What follows belongs to an exercise in optimizing a design on an open flow for small area; a production flow would make more cautious choices.
RTL that was checked went through simulation tests only; none was proved equivalent to the original.
Power figures rest on the tool's default switching activity, not on a simulated workload.

==> job 266 <==
Design tenthirty, start of the top module:
module tenthirty(
    input clk,
    input rst_n,  
    input btn_m,  
    input btn_r,  
    output reg [7:0] seg7_sel,
    output reg [7:0] seg7,    
    output reg [7:0] seg7_l,  
    output reg [2:0] led  
);
export LEC_CHECK = 0
export ABC_AREA = 1
export CAP_MARGIN = 20
export CORE_MARGIN = 2
export CORE_UTILIZATION = 65
export CTS_BUF_LIST = sky130_fd_sc_hd__clkbuf_8
export SLEW_MARGIN = 20
create_clock -name core_clock -period 10.0 [get_ports {clk}]
standard.sh (not shown) runs the stock make flow with config.mk's settings and CLKGATE_MAP_FILE= SYNTH_SCRIPT=/design/flow/synth_recipe.tcl, a recipe that flattens the netlist after the stock synthesis.
==> flow/flow/run.sh <==
#!/bin/bash
# Own layout flow: the standard layout, with
#  - synthesis through flow/synth.tcl (the standard flow's synthesis script with an area
#    oriented ABC script, flow/abc.script, and no adder extraction), and
#  - sky130_fd_sc_hd__buf_1 as the port buffers.
set -euo pipefail
W=$(pwd)
export OWN_ABC_SCRIPT=$W/flow/abc.script
bash standard.sh synth "SYNTH_SCRIPT=$W/flow/synth.tcl" > $W/own_synth.log 2>&1
bash standard.sh finish "BUFFER_PORTS_ARGS=-buffer_cell sky130_fd_sc_hd__buf_1" "CTS_ARGS=-buf_list sky130_fd_sc_hd__clkbuf_8 -sink_clustering_enable -sink_clustering_size 30 -sink_clustering_max_diameter 300 -repair_clock_nets" > $W/own_layout.log 2>&1
==> flow/flow/abc.script <==
strash
&get -n
&deepsyn -T 60
&put
dch -f
amap
topo
==> flow/flow/synth.tcl <==
# The standard flow's synthesis script (synth_recipe.tcl), with the combinational logic
# mapped for area by flow/abc.script and without ORFS's adder extraction.
proc synth {args} { yosys synth -nofsm -noshare {*}$args }
proc abc {args} {
  set i [lsearch -exact $args -script]
  if {$i >= 0} { lset args [expr {$i + 1}] $::env(OWN_ABC_SCRIPT) }
  yosys abc {*}$args
}
set ::env(ADDER_MAP_FILE) ""
source $::env(SCRIPTS_DIR)/synth.tcl
# left out here: clear keep_hierarchy, flatten, clean up, hide names made inside functions, write 1_2_yosys.v
==> job 9322: changes against job 266 <==
--- a/flow/design.v
+++ b/flow/design.v
@@ -69,37 +69,19 @@
     output reg [7:0] seg7,    
     output reg [7:0] seg7_l,  
     output reg [2:0] led  
 );
 localparam IDLE            = 3'd0;
-localparam BEGINING        = 3'd4;
+localparam BEGINING        = 3'd1;
 localparam HIT_CARD_PLAYER = 3'd2;
 localparam HIT_CARD_DEALER = 3'd3;
-localparam COMPARE         = 3'd6;
-localparam DONE            = 3'd7;
-localparam [3:0] C_POINT = 4'd0;   
+localparam COMPARE         = 3'd4;
+localparam DONE            = 3'd5;
+localparam [3:0] C_POINT = 4'd0;
 localparam [3:0] C_NUM0  = 4'd10;
 localparam [3:0] C_LINE  = 4'd12;
 localparam [3:0] C_RST   = 4'd13;
-localparam [3:0] C_D1    = 4'd1;
-localparam [3:0] C_D2    = 4'd2;
-function [3:0] digit_code(input [3:0] u);
-    case (u)
-        4'd0: digit_code = 4'd10;
-        4'd1: digit_code = 4'd1;
-        4'd2: digit_code = 4'd2;
-        4'd3: digit_code = 4'd3;
-        4'd4: digit_code = 4'd4;
-        4'd5: digit_code = 4'd5;
-        4'd6: digit_code = 4'd6;
-        4'd7: digit_code = 4'd7;
-        4'd8: digit_code = 4'd8;
-        4'd9: digit_code = 4'd9;
-        4'd10: digit_code = 4'd10;
-        default: digit_code = 4'd0;
-    endcase
-endfunction
 reg [5:0] cnt;
 always @(posedge clk or negedge rst_n) begin
     if (!rst_n) cnt <= 6'd4;
     else        cnt <= cnt + 6'd1;
 end
@@ -111,22 +93,21 @@
 reg pip;       
 reg nflag;     
 always @(posedge clk or negedge rst_n) begin
     if (!rst_n) begin
         press_flag_1 <= 1'b0;
+        press_flag_2 <= 1'b0;
         pip          <= 1'b0;
     end
     else if (rise) begin
         press_flag_1 <= btn_m;
+        press_flag_2 <= btn_r;
         pip          <= btn_m & ~press_flag_1;
     end
 end
 always @(posedge clk) begin
-    if (rise) begin
-        nflag        <= pip;
-        press_flag_2 <= btn_r;
-    end
+    if (rise) nflag <= pip;
 end
 wire btn_r_pluse = btn_r & ~press_flag_2;
 reg [2:0] state;
 reg [2:0] pick_times;
 reg       done;           
@@ -141,22 +122,20 @@
 wire st_hp   = (state == HIT_CARD_PLAYER);
 wire st_hd   = (state == HIT_CARD_DEALER);
 wire st_cmp  = (state == COMPARE);
 wire st_done = (state == DONE);
 wire st_hit  = st_hp | st_hd;
-wire [5:0] hand_total = st_hd ? dealer_total : player_total;
-wire       hand_over  = (hand_total > 6'd21);
-wire       five_cards = pick_times[2] & pick_times[0];
-wire       hand_end   = five_cards | hand_over | btn_r_pluse;
+wire [5:0] hand_total = st_hp ? player_total : dealer_total;
+wire       hand_end   = (pick_times == 3'd5) || (hand_total > 6'd21) || btn_r_pluse;
 reg [2:0] next_state;
 always @(*) begin
     case (state)
         IDLE            : next_state = pip ? BEGINING : IDLE;
         BEGINING        : next_state = HIT_CARD_PLAYER;
         HIT_CARD_PLAYER : next_state = done ? HIT_CARD_DEALER : HIT_CARD_PLAYER;
         HIT_CARD_DEALER : next_state = done ? COMPARE : HIT_CARD_DEALER;
-        COMPARE         : next_state = round[2] ? DONE : btn_r_pluse ? IDLE : COMPARE;
+        COMPARE         : next_state = (round == 3'd4) ? DONE : btn_r_pluse ? IDLE : COMPARE;
         DONE            : next_state = DONE;
         default         : next_state = IDLE;
     endcase
 end
 wire winner = dealer_pass ? 1'b1 :
@@ -198,33 +177,16 @@
 wire [2:0] back = cnt[2] ? (pick_times + ~j) : 3'd0;
 wire [5:0] addr = pointer - {3'd0, back};
 wire [3:0] card;
 LUT inst_LUT (.addr(addr), .card(card));
 wire land = fall & nflag;                
-reg [5:0] card_value;    
-always @(*) begin
-    case (card)
-        4'd1: card_value = 6'd2;
-        4'd2: card_value = 6'd4;
-        4'd3: card_value = 6'd6;
-        4'd4: card_value = 6'd8;
-        4'd5: card_value = 6'd10;
-        4'd6: card_value = 6'd12;
-        4'd7: card_value = 6'd14;
-        4'd8: card_value = 6'd16;
-        4'd9: card_value = 6'd18;
-        4'd10: card_value = 6'd20;
-        4'd11: card_value = 6'd1;
-        default: card_value = 6'd0;
-    endcase
-end
-wire [5:0] add = (~land | btn_r_pluse) ? 6'd0 : card_value;
-wire [5:0] hand_sum = hand_total + add;
+wire [5:0] add = (~land | btn_r_pluse) ? 6'd0 :
+                 (card == 4'd11) ? 6'd1 : {1'b0, card, 1'b0};
 always @(posedge clk) begin
     begin
-        player_total <= st_idle ? 6'd0 : (st_beg | st_hp) ? hand_sum : player_total;
-        dealer_total <= st_idle ? 6'd0 : st_hd ? hand_sum : dealer_total;
+        player_total <= st_idle ? 6'd0 : player_total + ((st_beg | st_hp) ? add : 6'd0);
+        dealer_total <= st_idle ? 6'd0 : dealer_total + (st_hd ? add : 6'd0);
     end
 end
 always @(posedge clk) begin
     if (land & ~done) begin
         if (st_beg) valid[0] <= ~btn_r_pluse;
@@ -244,12 +206,12 @@
     begin
         if (st_idle) begin
             player_pass <= 1'b0;
             dealer_pass <= 1'b0;
         end
-        if (st_hp && five_cards && !hand_over) player_pass <= 1'b1;
-        if (st_hd && five_cards && !hand_over) dealer_pass <= 1'b1;
+        if (st_hp && pick_times == 3'd5 && player_total <= 6'd21) player_pass <= 1'b1;
+        if (st_hd && pick_times == 3'd5 && dealer_total <= 6'd21) dealer_pass <= 1'b1;
     end
 end
 function [3:0] total_code(input [5:0] t, input is_player, input [1:0] pos);
     reg [4:0] h;
     reg [3:0] u;
@@ -259,12 +221,12 @@
             u = (h >= 5'd20) ? h - 5'd20 : (h >= 5'd10) ? h - 5'd10 : h;
         else
             u = (h >= 5'd10) ? h - 5'd10 : h;
         case (pos)
             2'd0:    total_code = t[0] ? C_POINT : C_LINE;
-            2'd1:    total_code = digit_code(u);
-            default: total_code = (h > 5'd19) ? C_D2 : (is_player && h > 5'd9) ? C_D1 : C_NUM0;
+            2'd1:    total_code = (u == 4'd0) ? C_NUM0 : (u > 4'd10) ? C_POINT : u;
+            default: total_code = (h > 5'd19) ? 4'd2 : (is_player && h > 5'd9) ? 4'd1 : C_NUM0;
         endcase
     end
 endfunction
 wire live      = (j == pick_times - 3'd1);
 wire live_void = live & (j[2] ? nflag : done);   
@@ -295,25 +257,23 @@
         else       seg_code_l <= code;
     end
 end
 function [7:0] seg_pattern(input [3:0] c);
     case (c)
-        4'd0: seg_pattern = 8'h80;
-        4'd1: seg_pattern = 8'h06;
-        4'd2: seg_pattern = 8'h5b;
-        4'd3: seg_pattern = 8'h4f;
-        4'd4: seg_pattern = 8'h66;
-        4'd5: seg_pattern = 8'h6d;
-        4'd6: seg_pattern = 8'h7d;
-        4'd7: seg_pattern = 8'h07;
-        4'd8: seg_pattern = 8'h7f;
-        4'd9: seg_pattern = 8'h6f;
-        4'd10: seg_pattern = 8'h3f;
-        4'd11: seg_pattern = 8'h80;
-        4'd12: seg_pattern = 8'h01;
-        4'd13: seg_pattern = 8'h01;
-        default: seg_pattern = 8'h80;
+        4'd1 : seg_pattern = 8'b0000_0110;
+        4'd2 : seg_pattern = 8'b0101_1011;
+        4'd3 : seg_pattern = 8'b0100_1111;
+        4'd4 : seg_pattern = 8'b0110_0110;
+        4'd5 : seg_pattern = 8'b0110_1101;
+        4'd6 : seg_pattern = 8'b0111_1101;
+        4'd7 : seg_pattern = 8'b0000_0111;
+        4'd8 : seg_pattern = 8'b0111_1111;
+        4'd9 : seg_pattern = 8'b0110_1111;
+        4'd10: seg_pattern = 8'b0011_1111;
+        4'd12: seg_pattern = 8'b0000_0001;
+        4'd13: seg_pattern = 8'b0000_0001;
+        default: seg_pattern = 8'b1000_0000;
     endcase
 endfunction
 always @(*) begin
     seg7   = seg_pattern(seg_code_r);
     seg7_l = seg_pattern(seg_code_l);
==> flow/flow/run.sh (replaced) <==
#!/bin/bash
# Own layout flow: the standard layout, with
#  - synthesis through flow/synth.tcl (the standard flow's synthesis script with an area
#    oriented ABC script, flow/abc.script, and no adder extraction), and
#  - sky130_fd_sc_hd__buf_1 as the port buffers.
set -euo pipefail
W=$(pwd)
export OWN_ABC_SCRIPT=$W/flow/abc.script
bash standard.sh synth "SYNTH_SCRIPT=$W/flow/synth.tcl" > $W/own_synth.log 2>&1
bash standard.sh finish "BUFFER_PORTS_ARGS=-buffer_cell sky130_fd_sc_hd__buf_1" > $W/own_layout.log 2>&1
==> job 8823: changes against job 266 <==
--- a/flow/design.v
+++ b/flow/design.v
@@ -74,10 +74,12 @@
 localparam BEGINING        = 3'd4;
 localparam HIT_CARD_PLAYER = 3'd2;
 localparam HIT_CARD_DEALER = 3'd3;
 localparam COMPARE         = 3'd6;
 localparam DONE            = 3'd7;
+localparam PLAYER_DONE     = 3'd1;
+localparam DEALER_DONE     = 3'd5;
 localparam [3:0] C_POINT = 4'd0;   
 localparam [3:0] C_NUM0  = 4'd10;
 localparam [3:0] C_LINE  = 4'd12;
 localparam [3:0] C_RST   = 4'd13;
 localparam [3:0] C_D1    = 4'd1;
@@ -127,21 +129,21 @@
     end
 end
 wire btn_r_pluse = btn_r & ~press_flag_2;
 reg [2:0] state;
 reg [2:0] pick_times;
-reg       done;           
-reg [2:0] round;
+reg [1:0] round;          
 reg [5:0] pointer;
 reg [5:0] player_total, dealer_total;
 reg       player_pass, dealer_pass;
 reg [4:0] valid;          
-reg [1:0] led_code;
+reg       was_cmp;        
 wire st_idle = (state == IDLE);
 wire st_beg  = (state == BEGINING);
-wire st_hp   = (state == HIT_CARD_PLAYER);
-wire st_hd   = (state == HIT_CARD_DEALER);
+wire done    = (state == PLAYER_DONE) | (state == DEALER_DONE);
+wire st_hp   = (state == HIT_CARD_PLAYER) | (state == PLAYER_DONE);
+wire st_hd   = (state == HIT_CARD_DEALER) | (state == DEALER_DONE);
 wire st_cmp  = (state == COMPARE);
 wire st_done = (state == DONE);
 wire st_hit  = st_hp | st_hd;
 wire [5:0] hand_total = st_hd ? dealer_total : player_total;
 wire       hand_over  = (hand_total > 6'd21);
@@ -150,52 +152,49 @@
 reg [2:0] next_state;
 always @(*) begin
     case (state)
         IDLE            : next_state = pip ? BEGINING : IDLE;
         BEGINING        : next_state = HIT_CARD_PLAYER;
-        HIT_CARD_PLAYER : next_state = done ? HIT_CARD_DEALER : HIT_CARD_PLAYER;
-        HIT_CARD_DEALER : next_state = done ? COMPARE : HIT_CARD_DEALER;
-        COMPARE         : next_state = round[2] ? DONE : btn_r_pluse ? IDLE : COMPARE;
+        HIT_CARD_PLAYER : next_state = hand_end ? PLAYER_DONE : HIT_CARD_PLAYER;
+        PLAYER_DONE     : next_state = HIT_CARD_DEALER;
+        HIT_CARD_DEALER : next_state = hand_end ? DEALER_DONE : HIT_CARD_DEALER;
+        DEALER_DONE     : next_state = COMPARE;
+        COMPARE         : next_state = (round == 2'd0) ? DONE : btn_r_pluse ? IDLE : COMPARE;
         DONE            : next_state = DONE;
-        default         : next_state = IDLE;
     endcase
 end
 wire winner = dealer_pass ? 1'b1 :
               player_pass ? 1'b0 :
               (player_total > 6'd21) ? 1'b1 :
               (dealer_total > 6'd21) ? 1'b0 :
               (player_total > dealer_total) ? 1'b0 : 1'b1;
 always @(posedge clk or negedge rst_n) begin
     if (!rst_n) begin
         state      <= IDLE;
-        round      <= 3'd0;
+        round      <= 2'd0;
         pointer    <= 6'd0;
-        led_code   <= 2'd0;
+        was_cmp    <= 1'b0;
     end
     else if (rise) begin
         state <= next_state;
-        if (st_hd & ~done & hand_end) round <= round + 3'd1;
+        if ((state == HIT_CARD_DEALER) & hand_end) round <= round + 2'd1;
         pointer  <= pointer + {5'd0, pip};
-        led_code <= st_cmp ? (winner ? 2'd2 : 2'd1) : st_done ? 2'd3 : 2'd0;
+        was_cmp  <= st_cmp;
     end
 end
 always @(posedge clk) begin
     if (rise) begin
-        if (st_hit) begin
+        if (st_hit)
             pick_times <= done ? 3'd0 : pick_times + {2'b00, pip};
-            done       <= ~done & hand_end;
-        end
-        else begin
+        else
             pick_times <= {2'b00, st_beg};
-            done       <= 1'b0;
-        end
     end
 end
 always @(*) begin
-    led[0] = (led_code == 2'd1);
-    led[1] = (led_code == 2'd2);
-    led[2] = (led_code == 2'd3);
+    led[0] = was_cmp & ~winner;
+    led[1] = was_cmp & winner;
+    led[2] = ~was_cmp & st_done;
 end
 wire [2:0] back = cnt[2] ? (pick_times + ~j) : 3'd0;
 wire [5:0] addr = pointer - {3'd0, back};
 wire [3:0] card;
 LUT inst_LUT (.addr(addr), .card(card));
@@ -219,12 +218,12 @@
 end
 wire [5:0] add = (~land | btn_r_pluse) ? 6'd0 : card_value;
 wire [5:0] hand_sum = hand_total + add;
 always @(posedge clk) begin
     begin
-        player_total <= st_idle ? 6'd0 : (st_beg | st_hp) ? hand_sum : player_total;
-        dealer_total <= st_idle ? 6'd0 : st_hd ? hand_sum : dealer_total;
+        player_total <= (st_idle & rise) ? 6'd0 : (st_beg | st_hp) ? hand_sum : player_total;
+        dealer_total <= (st_idle & rise) ? 6'd0 : st_hd ? hand_sum : dealer_total;
     end
 end
 always @(posedge clk) begin
     if (land & ~done) begin
         if (st_beg) valid[0] <= ~btn_r_pluse;
@@ -240,11 +239,11 @@
         end
     end
 end
 always @(posedge clk) begin
     begin
-        if (st_idle) begin
+        if (st_idle & rise) begin
             player_pass <= 1'b0;
             dealer_pass <= 1'b0;
         end
         if (st_hp && five_cards && !hand_over) player_pass <= 1'b1;
         if (st_hd && five_cards && !hand_over) dealer_pass <= 1'b1;
@@ -266,11 +265,12 @@
         endcase
     end
 endfunction
 wire live      = (j == pick_times - 3'd1);
 wire live_void = live & (j[2] ? nflag : done);   
-wire [3:0] card_code = (valid[j] & ~live_void) ? card : C_POINT;
+wire [7:0] valid_j   = {3'b000, valid};    
+wire [3:0] card_code = (valid_j[j] & ~live_void) ? card : C_POINT;
 wire       show_cmp = st_cmp | st_done;
 wire       show_hit = st_hit & ~(st_hd & (pick_times == 3'd0));
 wire       t_dealer = show_cmp ? j[2] : st_hd;
 wire [5:0] t_sel    = t_dealer ? dealer_total : player_total;
 wire [1:0] t_pos    = (show_cmp & ~j[2]) ? j[1:0] : (j[1:0] - 2'd1);
==> flow/flow/run.sh (replaced) <==
#!/bin/bash
# Own layout flow: the standard layout, with
#  - synthesis through flow/synth.tcl (the standard flow's synthesis script with an area
#    oriented ABC script, flow/abc.script, and no adder extraction), and
#  - sky130_fd_sc_hd__buf_1 as the port buffers.
set -euo pipefail
W=$(pwd)
export OWN_ABC_SCRIPT=$W/flow/abc.script
bash standard.sh synth "SYNTH_SCRIPT=$W/flow/synth.tcl" > $W/own_synth.log 2>&1
bash standard.sh finish "BUFFER_PORTS_ARGS=-buffer_cell sky130_fd_sc_hd__buf_1" "CTS_ARGS=-sink_clustering_enable -repair_clock_nets -buf_list sky130_fd_sc_hd__clkbuf_8 -dont_use_dummy_load" > $W/own_layout.log 2>&1
CAP_MARGIN = 0   (was 20)
GPL_TIMING_DRIVEN = 0   (was default)
SLEW_MARGIN = 0   (was 20)
==> comparison table <==
Total instance count after detailed placement: job 266 586; job 9322 592; job 8823 555
Mapped Avg Cell Area: job 266 7.12 um2; job 9322 7.03 um2; job 8823 7.22 um2
Maximum number of pins on one net before global-route repair: job 266 31; job 9322 32; job 8823 29
Global-route wire length before repair: job 266 14,200 um; job 9322 14,600 um; job 8823 13,800 um
Endpoint of the worst-slack reg-to-reg timing path: job 266 player_total[5]; job 9322 player_total[5]; job 8823 player_total[5]
Net switching component of the power: job 266 0.000106 W; job 9322 0.000156 W; job 8823 0.0000774 W
Relative contribution of combinational cells to total power: job 266 0.087; job 9322 0.208; job 8823 0.054
Number of global-route vias before repair: job 266 3,207; job 9322 3,223; job 8823 3,139
Worst path setup slack after routing: job 266 2.87 ns; job 9322 3.76 ns; job 8823 3.39 ns
Initial cell density of the core: job 266 0.676; job 9322 0.674; job 8823 0.686
Critical path startpoint: job 266 cnt[4]; job 9322 cnt[4]; job 8823 pick_times[0]
Run status: job 266 finished clean; job 9322 finished clean; job 8823 finished clean
Sum of internal, switching and leakage power: job 266 0.000402 W; job 9322 0.000483 W; job 8823 0.000346 W
Max frequency: job 266 140 MHz; job 9322 160 MHz; job 8823 151 MHz
Detailed-route wire length per cell: job 266 14.4 um; job 9322 14.6 um; job 8823 15.0 um
Peak fanout along the critical path: job 266 12; job 9322 8; job 8823 7
Tap cells: job 266 70; job 9322 70; job 8823 67
Data required time of the worst path: job 266 10.22 ns; job 9322 10.24 ns; job 8823 10.20 ns
Function not checked in job 266: the RTL went through the layout flow alone.

## separate check: timing with driven ports
No port has a modelled driver above. Below, the same layouts with a new extraction and two added sets of constraints.
Step 1 sets driving cells, clkbuf_16 on the clock port and buf_2 on the other inputs (assumed; they add their load-dependent delay and slew).
Step 2 moves the port delays by t, midway between the first and last clock arrival at a register: inputs arrive t later, outputs are due t later. That takes back most of the time a late clock gives input paths.
Slacks: no drivers / after step 1 / after step 2; pairs: no drivers / after step 1.
| run | t (ns) | setup WS [ns] | worst hold slack (ns) | worst setup path at the end | worst slew at a driven data input, ns |
|---|---|---|---|---|---|
| job 266 | 0.344 | 2.866 / 2.866 / 2.866 | 0.469 / 0.469 / 0.469 | register to register | 0.03 |
| job 9322 | 0.347 | 3.764 / 3.764 / 3.764 | 0.477 / 0.477 / 0.477 | register to register | 0.03 |
| job 8823 | 0.327 | 3.392 / 3.392 / 3.392 | 0.477 / 0.477 / 0.477 | register to register | 0.03 |
After both steps every run listed still meets setup and hold.
